This design comes from an exercise in tuning for small area and a short achievable clock period on the open sky130 flow, not from production work.
RTL that was checked went through simulation tests only; none was proved equivalent to the original.

==> job 4872 <==
==> flow/design.v (excerpt) <==
module float_recip(clk,rst,i_cip,i_sj,i_vstart,i_vector_length,i_v0,i_v1,i_v2,i_v3,i_v4,i_v5,i_v6,i_v7,o_result, o_busy);
export LEC_CHECK = 0
export CAP_MARGIN = 20
export CORE_MARGIN = 2
export CORE_UTILIZATION = 40
export CTS_CLUSTER_DIAMETER = 150
export CTS_CLUSTER_SIZE = 30
export PLACE_DENSITY = 0.6
export SLEW_MARGIN = 20
export SYNTH_HIERARCHICAL = 1
export SYNTH_MINIMUM_KEEP_SIZE = 0
create_clock -name core_clock -period 10.0 [get_ports {clk}]
standard.sh (not shown) runs the stock make flow with config.mk's settings and CLKGATE_MAP_FILE= SYNTH_SCRIPT=/design/flow/synth_recipe.tcl, a recipe that flattens the netlist after the stock synthesis.
==> flow/flow/run.sh <==
#!/bin/bash
set -euo pipefail
bash standard.sh SETUP_SLACK_MARGIN=6.85 "BUFFER_PORTS_ARGS=-buffer_cell sky130_fd_sc_hd__buf_2" finish > standard_flow.log 2>&1
==> job 8299: changes against job 4872 <==
--- a/flow/config.mk
+++ b/flow/config.mk
@@ -8,8 +8,8 @@
 export CAP_MARGIN = 20
 export CORE_MARGIN = 2
-export CORE_UTILIZATION = 40
-export CTS_CLUSTER_DIAMETER = 150
-export CTS_CLUSTER_SIZE = 30
-export PLACE_DENSITY = 0.6
+export CORE_UTILIZATION = 55
+export CTS_CLUSTER_DIAMETER = 120
+export CTS_CLUSTER_SIZE = 24
+export PLACE_DENSITY = 0.7
 export SLEW_MARGIN = 20
 export SYNTH_HIERARCHICAL = 1
==> comparison table <==
Vias after detailed routing: job 8299 32840; job 4872 32410
Share of post-route cells with drive strength above 1: job 8299 0.1809; job 4872 0.1958
Worst Setup EP: job 8299 b3b_9[18]; job 4872 o_busy
Filler instances: job 8299 6472; job 4872 10190
Wire length of the first global-routing pass: job 8299 185.8 mm; job 4872 192.5 mm
Total clock buffers created by CTS: job 8299 41; job 4872 31
Clock buffer count in the final layout: job 8299 45; job 4872 36
Antenna cells: job 8299 0; job 4872 13
Die W: job 8299 285.4 microns; job 4872 333.9 microns
Number of buffer and inverter stages on the critical path: job 8299 0; job 4872 1
Worst-margin pin slew: job 8299 1.095 ns; job 4872 1.015 ns
Total of plain and repair buffers excluding clock buffers: job 8299 457; job 4872 494
Row count: job 8299 103; job 4872 121
Source-to-sink clock delay at the later pin of the worst-skew pair: job 8299 0.63 ns; job 4872 0.69 ns
Cell area after layout: job 8299 47470 sq um; job 4872 48350 sq um
Worst reg2reg endpoint: job 8299 b3b_9[18]; job 4872 pb_11[28]
Sequential cell area: job 8299 16020 sq um; job 4872 16100 sq um
Minimum period implied by the final worst setup slack: job 8299 3.131 ns; job 4872 3.180 ns
Global-route total usage across every layer: job 8299 0.2887; job 4872 0.2200
Met1 capacity usage during global routing: job 8299 0.3403; job 4872 0.2726
Run status: job 8299 no timing/DRC/antenna violations; job 4872 no timing/DRC/antenna violations
Wire length reported by the detailed router: job 8299 122.3 mm; job 4872 128.6 mm
Core Util, Final: job 8299 0.6038; job 4872 0.4460

========
==> inputs of onyx <==
Another version of the RTL of float_recip (not shown whole).
Settings: LEC_CHECK=0, CAP_MARGIN=20, CORE_MARGIN=2, CORE_UTILIZATION=40, CTS_CLUSTER_DIAMETER=120, CTS_CLUSTER_SIZE=24, PLACE_DENSITY=0.6, SLEW_MARGIN=20, SYNTH_HIERARCHICAL=1, SYNTH_MINIMUM_KEEP_SIZE=0; clock period 10.0 ns.
Scripts as last shown in full above: flow/flow/run.sh
==> tundra (differences from onyx) <==
Settings changed: CORE_UTILIZATION 40 to 55, PLACE_DENSITY 0.6 to 0.7.
==> maple (differences from onyx) <==
--- a/flow/design.v
+++ b/flow/design.v
@@ -35,27 +35,24 @@
 input  wire [63:0] i_sj;
 output reg [63:0] o_result;
 output wire       o_busy;
 reg  [7:0] reservation_time;
 reg        busy;         
-reg  [7:0] vsel;         
+reg  [2:0] cur_j;        
 always @(posedge clk)
    if (rst)
       reservation_time <= 8'd0;
    else if (i_vstart)
       reservation_time <= {1'b0, i_vector_length} + 8'd4;    
    else if (reservation_time != 8'd0)
       reservation_time <= reservation_time - 8'd1;
-wire busy_next = ~rst & (i_vstart | (reservation_time[7:1] != 7'd0));
 always @(posedge clk)
-begin
-   busy <= busy_next;
+   busy <= ~rst & (i_vstart | (reservation_time[7:1] != 7'd0));
+always @(posedge clk)
    if (i_vstart)
-      vsel <= busy_next ? (8'd1 << i_cip[5:3]) : 8'd0;
-   else
-      vsel <= busy_next ? vsel : 8'd0;
-end
+      cur_j <= i_cip[5:3];
+wire [7:0] vsel = busy ? (8'd1 << cur_j) : 8'd0;
 assign o_busy = busy;
 wire [31:0] src = ({32{~busy}}   & i_sj[63:32]) |
                   ({32{vsel[0]}} & i_v0[63:32]) |
                   ({32{vsel[1]}} & i_v1[63:32]) |
                   ({32{vsel[2]}} & i_v2[63:32]) |
Settings changed: CORE_UTILIZATION 40 to 65, PLACE_DENSITY 0.6 to 0.78.
==> pepper (differences from onyx) <==
--- a/flow/design.v
+++ b/flow/design.v
@@ -35,27 +35,24 @@
 input  wire [63:0] i_sj;
 output reg [63:0] o_result;
 output wire       o_busy;
 reg  [7:0] reservation_time;
 reg        busy;         
-reg  [7:0] vsel;         
+reg  [2:0] cur_j;        
 always @(posedge clk)
    if (rst)
       reservation_time <= 8'd0;
    else if (i_vstart)
       reservation_time <= {1'b0, i_vector_length} + 8'd4;    
    else if (reservation_time != 8'd0)
       reservation_time <= reservation_time - 8'd1;
-wire busy_next = ~rst & (i_vstart | (reservation_time[7:1] != 7'd0));
 always @(posedge clk)
-begin
-   busy <= busy_next;
+   busy <= ~rst & (i_vstart | (reservation_time[7:1] != 7'd0));
+always @(posedge clk)
    if (i_vstart)
-      vsel <= busy_next ? (8'd1 << i_cip[5:3]) : 8'd0;
-   else
-      vsel <= busy_next ? vsel : 8'd0;
-end
+      cur_j <= i_cip[5:3];
+wire [7:0] vsel = busy ? (8'd1 << cur_j) : 8'd0;
 assign o_busy = busy;
 wire [31:0] src = ({32{~busy}}   & i_sj[63:32]) |
                   ({32{vsel[0]}} & i_v0[63:32]) |
                   ({32{vsel[1]}} & i_v1[63:32]) |
                   ({32{vsel[2]}} & i_v2[63:32]) |
==> flow/flow/run.sh (replaced) <==
#!/bin/bash
set -euo pipefail
bash standard.sh SETUP_SLACK_MARGIN=7.0 TNS_END_PERCENT=0 "BUFFER_PORTS_ARGS=-buffer_cell sky130_fd_sc_hd__buf_2" finish > standard_flow.log 2>&1
Settings changed: CORE_UTILIZATION 40 to 55, PLACE_DENSITY 0.6 to 0.7.
==> run notes <==
Core utilization, highest first: maple, pepper, tundra, onyx.
Against tundra, the register-to-register slack of pepper is better by 0.06 ns.
Of maple and onyx, onyx has the higher fmax (gap about 2%, measured against onyx).
Via count, lowest first: onyx, tundra, pepper, maple.
Against pepper, the synthesized cell count of tundra is smaller by about 1%.
In die area, pepper and tundra hardly differ.
==> figures <==
quantity                                                           onyx       tundra        maple       pepper
Run status                             no timing/DRC/antenna violations  no timing/DRC/antenna violations  no timing/DRC/antenna violations  no timing/DRC/antenna violations
Ratio of cells with drive above 1 in the final layout             0.196        0.193        0.190        0.196
Data buffer area share                                           0.0690       0.0664       0.0642       0.0643
Period utilization                                                0.311        0.315        0.317        0.309
Highest Clock Rate                                            0.322 GHz    0.318 GHz    0.315 GHz    0.323 GHz
Final weighted congestion in routability-driven placement         0.947        0.996         1.00         1.01
Actual slew at the worst max-slew pin                           1.05 ns      1.09 ns      1.06 ns      1.10 ns
Multi-input gate area in the final layout                   24,600 um^2  24,600 um^2  24,900 um^2  24,900 um^2
Slowest stage cell on the critical path                         dfxtp_2        or3_1      dfxtp_4      dfxtp_2
Shortest clock period the worst path allows after layout        3.11 ns      3.15 ns      3.17 ns      3.09 ns
Total routed wire length on the met1 layer                      47.5 mm      43.7 mm      43.7 mm      45.0 mm
Wire length on met2                                             60.6 mm      58.3 mm      59.8 mm      62.2 mm
Total met3 wirelength after detailed routing                    9.76 mm      10.2 mm      12.3 mm      10.4 mm
Std-Cell Core Area                                         107,000 um^2  77,200 um^2  65,500 um^2  77,300 um^2
Area added between synthesis and finish                           11.2%        9.34%        8.32%        9.41%
The RTL of onyx and tundra was laid out without a check of its function.

==> re-timing with driven ports <==
The results above use ideal ports. As a check the final layouts listed here were re-extracted and re-timed, cells and wires unchanged. Step 1 sets driving cells, clkbuf_16 on the clock port and buf_2 on the other inputs (assumed; they add their load-dependent delay and slew). Step 2 moves the port delays by t, midway between the first and last clock arrival at a register: inputs arrive t later, outputs are due t later. That takes back most of the time a late clock gives input paths. Slacks: no drivers / after step 1 / after step 2; pairs: no drivers / after step 1.
run | shift t [ns] | slack for setup (ns) | worst setup path after step 2
job 4872 | 0.739 | 6.820 / 6.748 / 6.858 | register to register
job 8299 | 0.690 | 6.869 / 6.835 / 6.869 | register to register
onyx | 0.714 | 6.892 / 6.827 / 6.828 | input to register
tundra | 0.707 | 6.852 / 6.813 / 6.852 | register to register
maple | 0.661 | 6.829 / 6.757 / 6.732 | input to register
pepper | 0.681 | 6.908 / 6.835 / 6.608 | input to register
After both steps every run listed still meets setup and hold. The setup slack of pepper, which loses most, moves by -0.073 ns with the drivers and by -0.300 ns with both steps.
